This is an optimization exercise on Yosys and OpenROAD, whose aim is small area, not a production implementation. At most, simulation tests tie the RTL to the original design; equivalence was not proved.

==> run Z: inputs <==
## fir_ctrl
module fir_ctrl
#(
    parameter   FIR_IN  = 16,
    parameter   FIR_OUT = 16
)
(
    input   wire                             sys_clk     ,
    input   wire                             sys_rst_n   ,
    input   signed  [FIR_IN  - 1:0]          data_in     ,
    input   wire                             data_valid  ,
    output  signed  [FIR_OUT - 1:0]          fir_out     ,
    output  wire                             fir_out_valid
);
    reg [15:0] x0;
    reg [15:0] x1;
    reg [15:0] x2;
    reg [15:0] x3;
    reg [15:0] x4;
    reg [15:0] x5;
    reg [15:0] x6;
    reg [15:0] x7;
    reg [15:0] x8;
    reg [15:0] x9;
    reg [15:0] x10;
    reg [15:0] x11;
    reg [15:0] x12;
    reg [15:0] x13;
    reg [15:0] x14;
    reg [15:0] x15;
    reg [15:0] x16;
    reg [15:0] x17;
    reg [15:0] x18;
    reg [15:0] x19;
    reg [15:0] x20;
    reg [15:0] x21;
    reg [15:0] x22;
    reg [15:0] x23;
    reg [15:0] x24;
    reg [15:0] x25;
    reg [15:0] x26;
    reg [15:0] x27;
    reg [15:0] x28;
    reg [15:0] x29;
    reg [15:0] x30;
    always @(posedge sys_clk or negedge sys_rst_n)
        if (!sys_rst_n) begin
            x0 <= 16'd0;
            x1 <= 16'd0;
            x2 <= 16'd0;
            x3 <= 16'd0;
  ...
==> flow/config.mk <==
export PLATFORM = sky130hd
export DESIGN_NAME = fir_ctrl
export DESIGN_NICKNAME = fir_ctrl
export VERILOG_FILES = /design/flow/design.v
export SDC_FILE = /design/flow/constraint.sdc
export NUM_CORES = 4
export LEC_CHECK = 0
export ABC_AREA = 1
export CAP_MARGIN = 20
export CORE_MARGIN = 2
export CORE_UTILIZATION = 40
export CTS_BUF_LIST = sky130_fd_sc_hd__clkbuf_8
export CTS_CLUSTER_DIAMETER = 60
export CTS_CLUSTER_SIZE = 20
export SLEW_MARGIN = 20
export SYNTH_HIERARCHICAL = 1
==> flow/constraint.sdc <==
create_clock -name core_clock -period 10.0 [get_ports {sys_clk}]
set_input_delay 2.0000 -clock core_clock [delete_from_list [all_inputs] [get_ports {sys_clk}]]
set_output_delay 2.0000 -clock core_clock [all_outputs]
set_load 0.01 [all_outputs]
run.sh (not shown) runs the stock make flow with config.mk's settings and CLKGATE_MAP_FILE= SYNTH_SCRIPT=/design/flow/synth_recipe.tcl, a recipe that flattens the netlist after the stock synthesis.
==> run B: changes against run Z <==
--- a/flow/config.mk
+++ b/flow/config.mk
@@ -10,7 +10,4 @@
 export CORE_MARGIN = 2
 export CORE_UTILIZATION = 40
-export CTS_BUF_LIST = sky130_fd_sc_hd__clkbuf_8
-export CTS_CLUSTER_DIAMETER = 60
-export CTS_CLUSTER_SIZE = 20
 export SLEW_MARGIN = 20
 export SYNTH_HIERARCHICAL = 1
==> qor summary <==
item                                                               run B      run Z
Outcome                                         timing/DRC/antenna clean  timing/DRC/antenna clean
Routed WL                                                      42,200 um  41,200 um
Register-to-register path setup slack                            2.35 ns    2.34 ns
Clock-pin transition on the worst setup and hold timing paths    0.06 ns    0.12 ns
Min setup slack post-route                                       2.35 ns    2.34 ns
Utilization after layout                                           46.6%      44.4%
Average wire per cell in the routed design                       17.6 um    17.5 um
Number of global-route vias before repair                         12,300     12,000
Net count, final                                                   1,926      1,905
Global-route track usage on met1                                   19.9%      20.1%
Tightest slew margin relative to the limit                         30.1%      29.6%
Clk Latency, worst-skew pair                                     0.60 ns    0.67 ns
Clock Network Area Fraction                                        8.18%      3.55%
Upper clock frequency limit                                      131 MHz    130 MHz
Worst path required time                                        10.48 ns   10.55 ns
Final-layout fill cell count                                       5,325      5,447
Clock buffer count from CTS                                           67         46
Fin Hold WS                                                     0.332 ns   0.338 ns
No functional check of the RTL was part of any run of this note.


==> inputs of 08-19 <==
fir_ctrl, a different RTL version from the one above (not shown whole).
clock: 10.0 ns
lec_check: 0
cap_margin: 20
core_margin: 2
core_utilization: 70
place_density: 0.8
slew_margin: 20
synth_hierarchical: 1
standard.sh (not shown) runs the stock make flow with config.mk's settings and CLKGATE_MAP_FILE= SYNTH_SCRIPT=/design/flow/synth_recipe.tcl, a recipe that flattens the netlist after the stock synthesis.
==> flow/flow/run.sh <==
#!/bin/bash
# The standard layout (standard.sh, unchanged synthesis) with two changes:
# a clock tree of fewer, larger clusters without dummy loads, and the smallest
# buffer for the port buffers. The full make output goes to standard.log here.
set -euo pipefail
bash standard.sh \
  "CTS_ARGS=-sink_clustering_enable -repair_clock_nets -dont_use_dummy_load -buf_list sky130_fd_sc_hd__clkbuf_4 -sink_clustering_size 9 -sink_clustering_max_diameter 40" \
  "BUFFER_PORTS_ARGS=-buffer_cell sky130_fd_sc_hd__buf_1" \
  finish > standard.log 2>&1
==> inputs of 03-03, as changes to 08-19 <==
==> flow/flow/run.sh (replaced) <==
#!/bin/bash
# The standard layout (standard.sh, unchanged synthesis) with two changes:
# a clock tree of fewer, larger clusters without dummy loads, and the smallest
# buffer for the port buffers. The full make output goes to standard.log here.
set -euo pipefail
bash standard.sh \
  "CTS_ARGS=-sink_clustering_enable -repair_clock_nets -dont_use_dummy_load -buf_list sky130_fd_sc_hd__clkbuf_16 -sink_clustering_size 26 -sink_clustering_max_diameter 90" \
  "BUFFER_PORTS_ARGS=-buffer_cell sky130_fd_sc_hd__buf_1" \
  finish > standard.log 2>&1
CORE_UTILIZATION = 40   (was 70)
PLACE_DENSITY = not set   (was 0.8)
==> inputs of 12-13, as changes to 08-19 <==
==> flow/flow/run.sh (replaced) <==
#!/bin/bash
# The standard layout (standard.sh, unchanged synthesis) with two changes:
# a clock tree of fewer, larger clusters without dummy loads, and the smallest
# buffer for the port buffers. The full make output goes to standard.log here.
set -euo pipefail
bash standard.sh \
  "CTS_ARGS=-sink_clustering_enable -repair_clock_nets -dont_use_dummy_load -buf_list sky130_fd_sc_hd__clkbuf_16 -sink_clustering_size 30 -sink_clustering_max_diameter 80" \
  "BUFFER_PORTS_ARGS=-buffer_cell sky130_fd_sc_hd__buf_1" \
  finish > standard.log 2>&1
CORE_UTILIZATION = 60   (was 70)
PLACE_DENSITY = not set   (was 0.8)
==> impl_metrics.toml <==
[die]
fp.coreArea_mm2 = 0.0386

[finish]
fin_cells = 2112
clkCellAreaFrac_pct = 2.99
drive_above_1_share_pct = 4.39

[outcome]
status = "complete, no violations"
[end of results for 12-13]
==> impl_metrics.toml <==
[outcome]
status = "complete, no violations"

[finish]
drive_above_1_share_pct = 4.45
largest_register = "Y"
fin_cells = 2360

[clock_network]
cts.path.max_buffers = 3

[die]
fp.coreArea_mm2 = 0.0578

[synth]
yosys.cell_types.count = 31

[worst_setup_path]
cp_num_buf_inv = 1
[end of results for 03-03]
==> impl_metrics.toml <==
[sta]
report.final.slew_viol_count = 0
rsz0062_at_grt = "no"

[route]
first_pass_iters = 5

[finish]
fin_cells = 2093
drive_above_1_share_pct = 7.64
clkCellAreaFrac_pct = 2.56

[outcome]
status = "complete, no violations"

[placement]
dpl-instance-area_mm2 = 0.0243
[end of results for 08-19]


==> branch indigo: inputs <==
fir_ctrl, a different RTL version from the one above (not shown whole).
Settings: LEC_CHECK=0, CAP_MARGIN=20, CORE_MARGIN=2, CORE_UTILIZATION=40, SLEW_MARGIN=20, SYNTH_HIERARCHICAL=1; clock period 10.0 ns.
==> flow/flow/run.sh <==
#!/bin/bash
# The standard layout (standard.sh, unchanged synthesis) with two changes:
# a clock tree of fewer, larger clusters without dummy loads, and the smallest
# buffer for the port buffers. The full make output goes to standard.log here.
set -euo pipefail
bash standard.sh \
  "CTS_ARGS=-sink_clustering_enable -repair_clock_nets -dont_use_dummy_load -buf_list sky130_fd_sc_hd__clkbuf_16 -sink_clustering_size 26 -sink_clustering_max_diameter 90" \
  "BUFFER_PORTS_ARGS=-buffer_cell sky130_fd_sc_hd__buf_1" \
  finish > standard.log 2>&1
==> branch pepper (differences from branch indigo) <==
--- a/flow/design.v
+++ b/flow/design.v
@@ -1672,41 +1672,47 @@
             cy <= 1'b0;
         end else begin
             W  <= W_next;
             Y  <= Y_next;
             cy <= cy_next;
         end
     wire dvn;
     fir_inv udvn (.a(data_valid), .y(dvn));
+    wire selr, selh;    
     wire [15:0] pa_d;
     wire [14:0] pb_d, ps_d, pr_d, ph_d, o;
     genvar i;
     generate
         for (i = 0; i < 15; i = i + 1) begin : g_pipe
             fir_ao22 ua (.a(a_in[i]), .b(data_valid), .c(pa[i]), .d(dvn), .y(pa_d[i]));
             fir_ao22 ub (.a(b_in[i]), .b(data_valid), .c(pb[i]), .d(dvn), .y(pb_d[i]));
             fir_ao22 us (.a(pb[i]),   .b(data_valid), .c(ps[i]), .d(dvn), .y(ps_d[i]));
             fir_ao22 ur (.a(ps[i]),   .b(data_valid), .c(pr[i]), .d(dvn), .y(pr_d[i]));
             fir_ao22 uh (.a(pr[i]),   .b(data_valid), .c(ph[i]), .d(dvn), .y(ph_d[i]));
-            fir_ao22 uo (.a(pr[i]),   .b(data_valid), .c(ph[i]), .d(dvn), .y(o[i]));
+            fir_ao22 uo (.a(pr[i]),   .b(selr), .c(ph[i]), .d(selh), .y(o[i]));
         end
     endgenerate
     fir_ao22 uac (.a(a_c), .b(data_valid), .c(pa_c), .d(dvn), .y(pa_d[15]));
+    always @(posedge sys_clk) begin
+        pa <= pa_d[14:0];
+        pa_c <= pa_d[15];
+        pb <= pb_d;
+        ps <= ps_d;
+        pr <= pr_d;
+        ph <= ph_d;
+    end
+    reg [2:0] nv;
     always @(posedge sys_clk or negedge sys_rst_n)
-        if (!sys_rst_n) begin
-            pa <= 0; pa_c <= 1'b0; pb <= 0; ps <= 0; pr <= 0; ph <= 0;
-        end else begin
-            pa <= pa_d[14:0];
-            pa_c <= pa_d[15];
-            pb <= pb_d;
-            ps <= ps_d;
-            pr <= pr_d;
-            ph <= ph_d;
-        end
+        if (!sys_rst_n)
+            nv <= 3'd0;
+        else if (data_valid && nv != 3'd5)
+            nv <= nv + 3'd1;
+    assign selr = data_valid & nv[2];
+    assign selh = dvn & nv[2] & nv[0];
     reg out_valid_r1, out_valid_r2;
     always @(posedge sys_clk or negedge sys_rst_n)
         if (!sys_rst_n) begin
             out_valid_r1 <= 1'b0;
             out_valid_r2 <= 1'b0;
         end else begin
             out_valid_r1 <= data_valid;
             out_valid_r2 <= out_valid_r1;
==> flow/flow/run.sh (replaced) <==
#!/bin/bash
# The standard layout (standard.sh, unchanged synthesis) with two changes:
# a clock tree of fewer, larger clusters without dummy loads, and the smallest
# buffer for the port buffers. The full make output goes to standard.log here.
set -euo pipefail
bash standard.sh \
  "CTS_ARGS=-sink_clustering_enable -repair_clock_nets -dont_use_dummy_load -buf_list sky130_fd_sc_hd__clkbuf_8 -sink_clustering_size 20 -sink_clustering_max_diameter 55" \
  "BUFFER_PORTS_ARGS=-buffer_cell sky130_fd_sc_hd__buf_1" \
  finish > standard.log 2>&1
Settings changed: CORE_UTILIZATION 40 to 70, PLACE_DENSITY set to 0.8.
==> run summary <==
| metric | branch indigo | branch pepper |
|---|---|---|
| Total of fill cells in the finished design | 5201 | 2022 |
| Total area of multi-input combinational cells | 10320 µm² | 10400 µm² |
| Routed via count divided by cell count | 4.684 | 5.657 |
| Routed vias | 11040 | 11600 |
| Hold path startpoint | x0[14] | x14[7] |
| CP max stage delay | 0.56 ns | 0.52 ns |
| Fraction of final layout cells sized beyond drive strength 1 | 4.488% | 5.224% |
| Post-Place Setup Slack | 0.8374 ns | 0.8656 ns |
| Cts bufs inserted | 31 | 43 |
| Router iterations before antenna repair | 5 | 7 |
| Met2 WL post-DR | 23380 µm | 21820 µm |
| Placed Area | 24900 µm² | 24260 µm² |
| XOR/XNOR Fraction of Synth Area | 1.223% | 1.272% |
| Routed length per instance | 20.58 µm | 22.44 µm |
| CTS HTree Levels | 1 | 2 |
| Clock-pin transition on the worst setup and hold timing paths | 0.10 ns | 0.11 ns |
| Tapcells | 773 | 442 |
| Status | timing/DRC/antenna clean | timing/DRC/antenna clean |
| Largest net degree at the start of global routing | 80 | 83 |
| Number of clock buffers in the layout | 31 | 43 |
| Area fraction in compound gates after synthesis | 4.113% | 4.247% |

separate check: timing with driven ports:
How much do the figures lean on ideal ports? The routed layouts below were timed once more, with nothing changed but the port constraints. Step 1 assumes that a clkbuf_16 drives the clock port and a buf_2 every other input. Step 2 moves the port delays by t, midway between the first and last clock arrival at a register: inputs arrive t later, outputs are due t later. That takes back most of the time a late clock gives input paths. a / b / c = ideal / step 1 / step 2; a / b = the first two.
| run | t, ns | slack for setup (ns) | worst setup path at the end | slew at the worst register clock pin (ns) | worst slew at a driven data input, ns |
|---|---|---|---|---|---|
| run Z | 0.707 | 2.337 / 2.337 / 2.337 | register to register | 0.12 / 0.12 | 0.05 |
| run B | 0.651 | 2.354 / 2.354 / 2.354 | register to register | 0.06 / 0.06 | 0.05 |
| 08-19 | 0.781 | 0.824 / 0.824 / 0.824 | register to register | 0.11 / 0.11 | 0.04 |
| 03-03 | 0.643 | 0.674 / 0.674 / 0.674 | register to register | 0.10 / 0.10 | 0.04 |
| 12-13 | 0.636 | 0.836 / 0.836 / 0.836 | register to register | 0.11 / 0.11 | 0.04 |
| branch indigo | 0.634 | 0.862 / 0.862 / 0.862 | register to register | 0.10 / 0.10 | 0.05 |
| branch pepper | 0.639 | 0.845 / 0.845 / 0.845 | register to register | 0.11 / 0.11 | 0.03 |
After both steps setup and hold are still met in every run listed.
